Background: an optimization exercise with open tools, aiming at small area. Do not read the settings as production practice.
In this exercise RTL edits were held to simulation tests only and were not proved equivalent to the original.
The flow treats the clock pin as an ideal source, which a real chip does not have.
Power figures rest on the tool's default switching activity, not on a simulated workload.

==> flow/design.v <==
`timescale 1ns / 1ps
module fbsbdecoder(
    input pclk,
    input resetn,
    input rx,
    output [7:0] data_o,
    output dataValid,
    output sample,
    output parity_out
    );
    localparam [4:0] SH0 = 5'd1,  SH4 = 5'd5,  IDLE = 5'd0;
    localparam [4:0] SL0 = 5'd9,  SL4 = 5'd13, PEND = 5'd8;
    localparam [4:0] D0  = 5'd16, D7  = 5'd23, D8 = 5'd24, VER = 5'd25;
    reg [1:0] sync;
    reg [4:0] st;
    reg [5:0] cnt;
    reg       half;
    reg [1:0] vote;
    reg [4:0] dd;
    reg [10:0] h;
    reg [7:0] data;
    reg       par, pp;
    wire idle  = (st == IDLE);
    wire pend  = (st == PEND);
    wire scls  = ~st[4] & (st[2:0] != 3'd0) & ~(st[2] & st[1]);    
    wire dcls  = st[4] & ~(st[3] & st[0]);                
    wire ver   = (st == VER);
    wire lastg = st[2] & st[0];                           
    wire low   = st[3];                                   
    wire stuck = ~|h[10:9];
    assign sample = (scls & (dd == 5'd0)) | (dcls & (dd[4:2] == 3'd0) & ~(dd[1] & dd[0]));
    wire ev    = sample & (dd == 5'd0);                   
    wire cap   = sample;
    wire rxs   = sync[1];
    wire v3    = (vote == 2'd3);
    wire sdec  = scls & (cnt[2:0] == (lastg ? 3'd4 : 3'd5));
    wire spass = low ? ~v3 : (lastg ? vote[1] : v3);
    wire ddec  = dcls & ~half & (dd == 5'd24);
    wire ppdec = (st == D8) & half & (dd == 5'd0);
    wire last  = (cnt == 6'd35);
    wire sixth = dcls & half & (dd == 5'd0) & (st != D8);
    wire tmr   = cnt[5] & ~dcls;                          
    wire vb    = rxs ^ (dcls & ~half);
    wire [1:0] vinc = (vote == 2'd3) ? 2'd3 : vote + {1'b0, vb};
    always @(posedge pclk or negedge resetn) begin
        if (~resetn) begin
            sync <= 2'b0;
            st   <= IDLE;
            data <= 8'h0;
            par  <= 1'b0;
            pp   <= 1'b0;
            cnt[5] <= 1'b0;
        end else begin
            sync <= {sync[0], rx};
            if (idle) begin
                par <= 1'b0;
                if (&sync) begin
                    st   <= SH0;
                    data <= 8'h0;
                end
            end else if (pend) begin
                if (~|sync) st <= SL0;
            end else if (sdec) begin
                if (spass) st <= lastg ? (low ? D0 : PEND) : st + 5'd1;
                else       st <= (st == SL0) ? SL0 : IDLE;
            end else if (ddec) begin
                if (st == D8) begin
                    st  <= last ? VER : D0;
                end else begin
                    st <= st + 5'd1;
                    data[~st[2:0]] <= vote[1];
                    par <= (st == D0) ? vote[1] : par ^ vote[1];
                end
            end else if (ver) begin
                if (dd == 5'd21) st <= IDLE;
            end
            if (ppdec) pp <= v3;
            if (tmr)
                cnt[5] <= ~(cnt[3] & cnt[0]);
            else if (idle | sdec)
                cnt[5] <= 1'b0;
            else if ((scls & cap) | ((st == D8) & ddec))
                cnt[5] <= cnt[5] ^ (&cnt[4:0]);
        end
    end
    always @(posedge pclk) begin
        if (idle | pend)
            dd <= 5'd9;
        else if (ev)
            dd <= dcls ? 5'd24 : ((st == SL4) & (cnt[2:0] == 3'd3)) ? 5'd18 : 5'd9;
        else if (~(stuck & (dd == 5'd3)))
            dd <= dd - 5'd1;
        if (idle | pend)
            h <= 11'd737;
        else if (ev & (dcls ? half : (cnt[2:0] == 3'd2)))
            h <= h + 11'd1;
        if (tmr ? (cnt[3] & cnt[0]) : (idle | sdec))
            cnt[4:0] <= 5'd0;
        else if (tmr | (scls & cap) | ((st == D8) & ddec))
            cnt[4:0] <= cnt[4:0] + 5'd1;
        if (idle | sdec)
            vote <= 2'd0;
        else if (ddec)
            vote <= (st == D7) ? {1'b0, vote[0]} : 2'd0;
        else if (cap)
            vote <= sixth ? {vinc == 2'd3, rxs} : vinc;
        if (~dcls)
            half <= 1'b0;
        else if (ev)
            half <= ~half;
    end
    assign data_o     = data;
    assign dataValid  = ((st == D0) & ~half & (dd == 5'd18)) | (tmr & cnt[3] & cnt[0]);
    assign parity_out = par ^ pp;
endmodule
export LEC_CHECK = 0
export CAP_MARGIN = 0
export CORE_AREA = 4 4 68 68
export DIE_AREA = 0 0 72 72
export PLACE_DENSITY = 0.6
export SLEW_MARGIN = 0
create_clock -name core_clock -period 10.0 [get_ports {pclk}]
standard.sh (not shown) runs the stock make flow with config.mk's settings and CLKGATE_MAP_FILE= SYNTH_SCRIPT=/design/flow/synth_recipe.tcl, a recipe that flattens the netlist after the stock synthesis.
==> flow/flow/run.sh <==
#!/bin/bash
set -euo pipefail
W=$(pwd)
F=$W/flow
# ORFS synth.tcl with the abc call's script swapped for flow/area.abc
sed 's#^  log_cmd abc {\*}\$abc_args#  set abc_args [lreplace $abc_args 1 1 $::env(OWN_ABC_SCRIPT)]\n  log_cmd abc {*}$abc_args#' \
  "$FLOW_HOME/scripts/synth.tcl" > "$W/own_synth_body.tcl"
grep -q OWN_ABC_SCRIPT "$W/own_synth_body.tcl"
sed "s#\$::env(SCRIPTS_DIR)/synth.tcl#$W/own_synth_body.tcl#" "$W/synth_recipe.tcl" > "$W/own_synth.tcl"
grep -q own_synth_body "$W/own_synth.tcl"
export OWN_ABC_SCRIPT=$F/area.abc
export BUFFER_PORTS_ARGS="-buffer_cell sky130_fd_sc_hd__buf_1"
export POST_CTS_TCL=$F/post_cts.tcl
export CTS_ARGS="-sink_clustering_enable -repair_clock_nets -dont_use_dummy_load -buf_list {sky130_fd_sc_hd__clkbuf_8}"
bash "$W/standard.sh" SYNTH_SCRIPT="$W/own_synth.tcl" ADDER_MAP_FILE= finish > "$W/flow_make.log" 2>&1
==> flow/flow/area.abc <==
strash
ifraig
scorr
dc2
strash
&get -n
&deepsyn -I 4 -J 200
&put
dc2
strash
&get -n
&dch -f
&nf -R 1000
&put
&get -n
&dch -f
&nf -R 1000
&put
topo
stime -c
==> flow/flow/post_cts.tcl <==
estimate_parasitics -placement
proc clk_slew_max {} {
  set m 0.0
  foreach pin [get_pins -of_objects [all_registers] -filter "is_clock==1"] {
    foreach p {slew_max_rise slew_max_fall} {
      set v [get_property $pin $p]
      if {$v > $m} { set m $v }
    }
  }
  return $m
}
set limit 0.112
set sizes {sky130_fd_sc_hd__clkbuf_2 sky130_fd_sc_hd__clkbuf_4 sky130_fd_sc_hd__clkbuf_8 sky130_fd_sc_hd__clkbuf_16}
puts "post_cts: clock pin slew before [clk_slew_max]"
foreach inst [get_cells -filter "ref_name=~sky130_fd_sc_hd__clkbuf_*"] {
  set name [get_full_name $inst]
  if {![string match clkbuf_* $name]} { continue }
  set orig [get_property $inst ref_name]
  foreach s $sizes {
    if {$s eq $orig} { break }
    replace_cell $inst $s
    estimate_parasitics -placement
    if {[clk_slew_max] <= $limit} { puts "post_cts: $name $orig -> $s"; set orig $s; break }
    replace_cell $inst $orig
    estimate_parasitics -placement
  }
}
puts "post_cts: clock pin slew after [clk_slew_max]"
Change:
--- a/flow/design.v
+++ b/flow/design.v
@@ -92,13 +92,15 @@
             dd <= dd - 5'd1;
         if (idle | pend)
             h <= 11'd737;
         else if (ev & (dcls ? half : (cnt[2:0] == 3'd2)))
             h <= h + 11'd1;
-        if (tmr ? (cnt[3] & cnt[0]) : (idle | sdec))
+        if (tmr)
+            cnt[4:0] <= (cnt[3] & cnt[0]) ? 5'd0 : cnt[4:0] + 5'd1;
+        else if (idle | sdec)
             cnt[4:0] <= 5'd0;
-        else if (tmr | (scls & cap) | ((st == D8) & ddec))
+        else if ((scls & cap) | ((st == D8) & ddec))
             cnt[4:0] <= cnt[4:0] + 5'd1;
         if (idle | sdec)
             vote <= 2'd0;
         else if (ddec)
             vote <= (st == D7) ? {1'b0, vote[0]} : 2'd0;
Result: The new run ran to the end with no violations; first-iteration DRC count increases by a quarter to a third; cell area increases slightly; synthesized area hardly moves; via count decreases slightly; clock-buffer cell count stays the same; fmax increases by a few percent; core utilization increases by 0.19 points; clock power increases by a little under a tenth; die area stays the same.

fbsbdecoder, a different RTL version from the one above (not shown whole).
For scale: roughly 220 cells after synthesis, ~42 flip-flops, roughly 14 I/O pins.
==> module fbsbdecoder, before the edit <==
module fbsbdecoder(
    input pclk,
    input resetn,
    input rx,
    output [7:0] data_o,
    output dataValid,
    output sample,
    output parity_out
    );
    localparam [4:0] SH0 = 5'd1,  SH4 = 5'd5,  IDLE = 5'd0;
    localparam [4:0] SL0 = 5'd9,  SL4 = 5'd13, PEND = 5'd8;
    localparam [4:0] D0  = 5'd16, D7  = 5'd23, D8 = 5'd24, VER = 5'd25;
    reg [1:0] sync;
    reg [4:0] st;
    reg [5:0] cnt;
    reg       half;
    reg [1:0] vote;
    reg [4:0] dd;
    reg [10:0] h;
    reg [7:0] data;
    reg       par, pp;
    wire idle  = (st == IDLE);
    wire pend  = (st == PEND);
    wire scls  = ~st[4] & (st[2:0] != 3'd0) & ~(st[2] & st[1]);    
    wire dcls  = st[4] & ~(st[3] & st[0]);                
    wire ver   = (st == VER);
    wire lastg = st[2] & st[0];                           
    wire low   = st[3];                                   
    wire stuck = ~|h[10:9];
    assign sample = (scls & (dd == 5'd0)) | (dcls & (dd[4:2] == 3'd0) & ~(dd[1] & dd[0]));
    wire ev    = sample & (dd == 5'd0);                   
    wire cap   = sample;
    wire rxs   = sync[1];
    wire v3    = (vote == 2'd3);
    wire sdec  = scls & (cnt[2:0] == (lastg ? 3'd4 : 3'd5));
    wire spass = low ? ~v3 : (lastg ? vote[1] : v3);
    wire ddec  = dcls & ~half & (dd == 5'd24);
    wire ppdec = (st == D8) & half & (dd == 5'd0);
    wire last  = (cnt == 6'd35);
    wire sixth = dcls & half & (dd == 5'd0) & (st != D8);
    wire tmode = idle | ((st == SH0) & (cnt[2:0] == 3'd0));
    wire vb    = rxs ^ (dcls & ~half);
    wire [1:0] vinc = (vote == 2'd3) ? 2'd3 : vote + {1'b0, vb};
    always @(posedge pclk or negedge resetn) begin
        if (~resetn) begin
            sync <= 2'b0;
            st   <= IDLE;
            data <= 8'h0;
            par  <= 1'b0;
            pp   <= 1'b0;
            vote <= 2'd0;
        end else begin
            sync <= {sync[0], rx};
            if (idle) begin
                par <= 1'b0;
                if (&sync) begin
                    st   <= SH0;
                    data <= 8'h0;
                end
            end else if (pend) begin
                if (~|sync) st <= SL0;
            end else if (sdec) begin
                if (spass) st <= lastg ? (low ? D0 : PEND) : st + 5'd1;
                else       st <= (st == SL0) ? SL0 : IDLE;
            end else if (ddec) begin
                if (st == D8) begin
                    st  <= last ? VER : D0;
                end else begin
                    st <= st + 5'd1;
                    data[~st[2:0]] <= vote[1];
                    par <= (st == D0) ? vote[1] : par ^ vote[1];
                end
            end else if (ver) begin
                if (dd == 5'd21) st <= IDLE;
            end
            if (ppdec) pp <= v3;
            if (sdec)
                vote <= 2'd0;
            else if (ddec)
                vote <= (st == D7) ? {1'b0, vote[0]} : 2'd0;
            else if (ver)
                vote <= {1'b0, dd == 5'd21};
            else if (cap)
                vote <= sixth ? {vinc == 2'd3, rxs} : vinc;
            else if (tmode)
                vote <= vote + {1'b0, |vote};
        end
    end
    always @(posedge pclk) begin
        if (idle | pend)
            dd <= 5'd9;
        else if (ev)
            dd <= dcls ? 5'd24 : ((st == SL4) & (cnt[2:0] == 3'd3)) ? 5'd18 : 5'd9;
        else if (~(stuck & (dd == 5'd3)))
            dd <= dd - 5'd1;
        if (idle | pend)
            h <= 11'd737;
        else if (ev & (dcls ? half : (cnt[2:0] == 3'd2)))
            h <= h + 11'd1;
        if (idle | (scls & sdec))
            cnt <= 6'd0;
        else if ((scls & cap) | ((st == D8) & ddec))
            cnt <= cnt + 6'd1;
        if (~dcls)
            half <= 1'b0;
        else if (ev)
            half <= ~half;
    end
    assign data_o     = data;
    assign dataValid  = ((st == D0) & ~half & (dd == 5'd18)) | (tmode & (vote == 2'd3));
    assign parity_out = par ^ pp;
endmodule
export LEC_CHECK = 0
export CAP_MARGIN = 0
export CORE_AREA = 4 4 68 68
export DIE_AREA = 0 0 72 72
export PLACE_DENSITY = 0.6
export SLEW_MARGIN = 0
create_clock -name core_clock -period 10.0 [get_ports {pclk}]
==> flow/flow/run.sh <==
#!/bin/bash
# Own layout flow: the standard ORFS flow (standard.sh) with two changes to synthesis
# and two to placement/CTS:
#  - the combinational logic is mapped with an area-oriented ABC script (flow/area.abc)
#    instead of ORFS's speed script, and adders are left to ABC (no ha/fa cell mapping);
#    everything else in synthesis, including register mapping and naming, is the standard
#    synthesis (synth_recipe.tcl sourcing ORFS's synth.tcl, patched only at the abc call);
#  - ports are buffered with buf_1 instead of the default clkdlybuf4s50_1;
#  - CTS uses small clock buffers and no dummy loads.
# Each tool's output goes to the ORFS logs under orfs/logs; make's output to flow_make.log.
set -euo pipefail
W=$(pwd)
F=$W/flow
# ORFS synth.tcl with the abc call's script swapped for flow/area.abc
sed 's#^  log_cmd abc {\*}\$abc_args#  set abc_args [lreplace $abc_args 1 1 $::env(OWN_ABC_SCRIPT)]\n  log_cmd abc {*}$abc_args#' \
  "$FLOW_HOME/scripts/synth.tcl" > "$W/own_synth_body.tcl"
grep -q OWN_ABC_SCRIPT "$W/own_synth_body.tcl"
sed "s#\$::env(SCRIPTS_DIR)/synth.tcl#$W/own_synth_body.tcl#" "$W/synth_recipe.tcl" > "$W/own_synth.tcl"
grep -q own_synth_body "$W/own_synth.tcl"
export OWN_ABC_SCRIPT=$F/area.abc
export BUFFER_PORTS_ARGS="-buffer_cell sky130_fd_sc_hd__buf_1"
export CTS_ARGS="-sink_clustering_enable -repair_clock_nets -dont_use_dummy_load -buf_list {sky130_fd_sc_hd__clkbuf_8}"
bash "$W/standard.sh" SYNTH_SCRIPT="$W/own_synth.tcl" ADDER_MAP_FILE= finish > "$W/flow_make.log" 2>&1
Scripts as last shown in full above: flow/flow/area.abc
Edit:
--- a/flow/design.v
+++ b/flow/design.v
@@ -39,7 +39,7 @@
     wire ppdec = (st == D8) & half & (dd == 5'd0);
     wire last  = (cnt == 6'd35);
     wire sixth = dcls & half & (dd == 5'd0) & (st != D8);
-    wire tmode = idle | ((st == SH0) & (cnt[2:0] == 3'd0));
+    wire tmr   = cnt[5] & ~dcls;                          
     wire vb    = rxs ^ (dcls & ~half);
     wire [1:0] vinc = (vote == 2'd3) ? 2'd3 : vote + {1'b0, vb};
     always @(posedge pclk or negedge resetn) begin
@@ -49,7 +49,7 @@
             data <= 8'h0;
             par  <= 1'b0;
             pp   <= 1'b0;
-            vote <= 2'd0;
+            cnt[5] <= 1'b0;
         end else begin
             sync <= {sync[0], rx};
             if (idle) begin
@@ -75,16 +75,12 @@
                 if (dd == 5'd21) st <= IDLE;
             end
             if (ppdec) pp <= v3;
-            if (sdec)
-                vote <= 2'd0;
-            else if (ddec)
-                vote <= (st == D7) ? {1'b0, vote[0]} : 2'd0;
-            else if (ver)
-                vote <= {1'b0, dd == 5'd21};
-            else if (cap)
-                vote <= sixth ? {vinc == 2'd3, rxs} : vinc;
-            else if (tmode)
-                vote <= vote + {1'b0, |vote};
+            if (tmr)
+                cnt[5] <= ~(cnt[3] & cnt[0]);
+            else if (idle | sdec)
+                cnt[5] <= 1'b0;
+            else if ((scls & cap) | ((st == D8) & ddec))
+                cnt[5] <= cnt[5] ^ (&cnt[4:0]);
         end
     end
     always @(posedge pclk) begin
@@ -98,16 +94,24 @@
             h <= 11'd737;
         else if (ev & (dcls ? half : (cnt[2:0] == 3'd2)))
             h <= h + 11'd1;
-        if (idle | (scls & sdec))
-            cnt <= 6'd0;
+        if (tmr)
+            cnt[4:0] <= (cnt[3] & cnt[0]) ? 5'd0 : cnt[4:0] + 5'd1;
+        else if (idle | sdec)
+            cnt[4:0] <= 5'd0;
         else if ((scls & cap) | ((st == D8) & ddec))
-            cnt <= cnt + 6'd1;
+            cnt[4:0] <= cnt[4:0] + 5'd1;
+        if (idle | sdec)
+            vote <= 2'd0;
+        else if (ddec)
+            vote <= (st == D7) ? {1'b0, vote[0]} : 2'd0;
+        else if (cap)
+            vote <= sixth ? {vinc == 2'd3, rxs} : vinc;
         if (~dcls)
             half <= 1'b0;
         else if (ev)
             half <= ~half;
     end
     assign data_o     = data;
-    assign dataValid  = ((st == D0) & ~half & (dd == 5'd18)) | (tmode & (vote == 2'd3));
+    assign dataValid  = ((st == D0) & ~half & (dd == 5'd18)) | (tmr & cnt[3] & cnt[0]);
     assign parity_out = par ^ pp;
 endmodule
What happened: Worst setup slack gets better by 470 ps; core utilization falls by 0.91 points; global-route usage falls by 1.4 points; sequential cell count stays the same; hold slack gets worse by 18 ps; synthesized area falls by 1.9%; maximum frequency rises by 12%.

-- port drivers added, routing unchanged --
In the flow no input, the clock included, has a driving cell. The finished layouts below were timed again as built, in two steps.
Step 1 (the two cells are an assumption about what drives the block):
set clk [get_ports {pclk}]
set_driving_cell -lib_cell sky130_fd_sc_hd__clkbuf_16 $clk
set_driving_cell -lib_cell sky130_fd_sc_hd__buf_2 [delete_from_list [all_inputs] $clk]
Step 2, shift: input delay + t, output delay - t, t = (earliest + latest rising clock arrival at the registers) / 2. This alone moves slack from input paths to output paths.
Slacks: ideal / step 1 / step 2; pairs: ideal / step 1.
run	shift t [ns]	slack for setup (ns)	hold WS [ns]	clock arrival spread, ns
the first run of note 1	0.392	5.808 / 5.784 / 6.175	0.459 / 0.459 / 0.459	0.019 / 0.019
the second run of note 1	0.383	5.914 / 5.890 / 6.273	0.406 / 0.406 / 0.406	0.021 / 0.020
the first run of note 2	0.306	5.511 / 5.486 / 5.792	0.424 / 0.424 / 0.424	0.012 / 0.012
the second run of note 2	0.307	5.983 / 5.958 / 6.265	0.406 / 0.406 / 0.406	0.016 / 0.016
After both steps setup and hold are still met in every run listed.
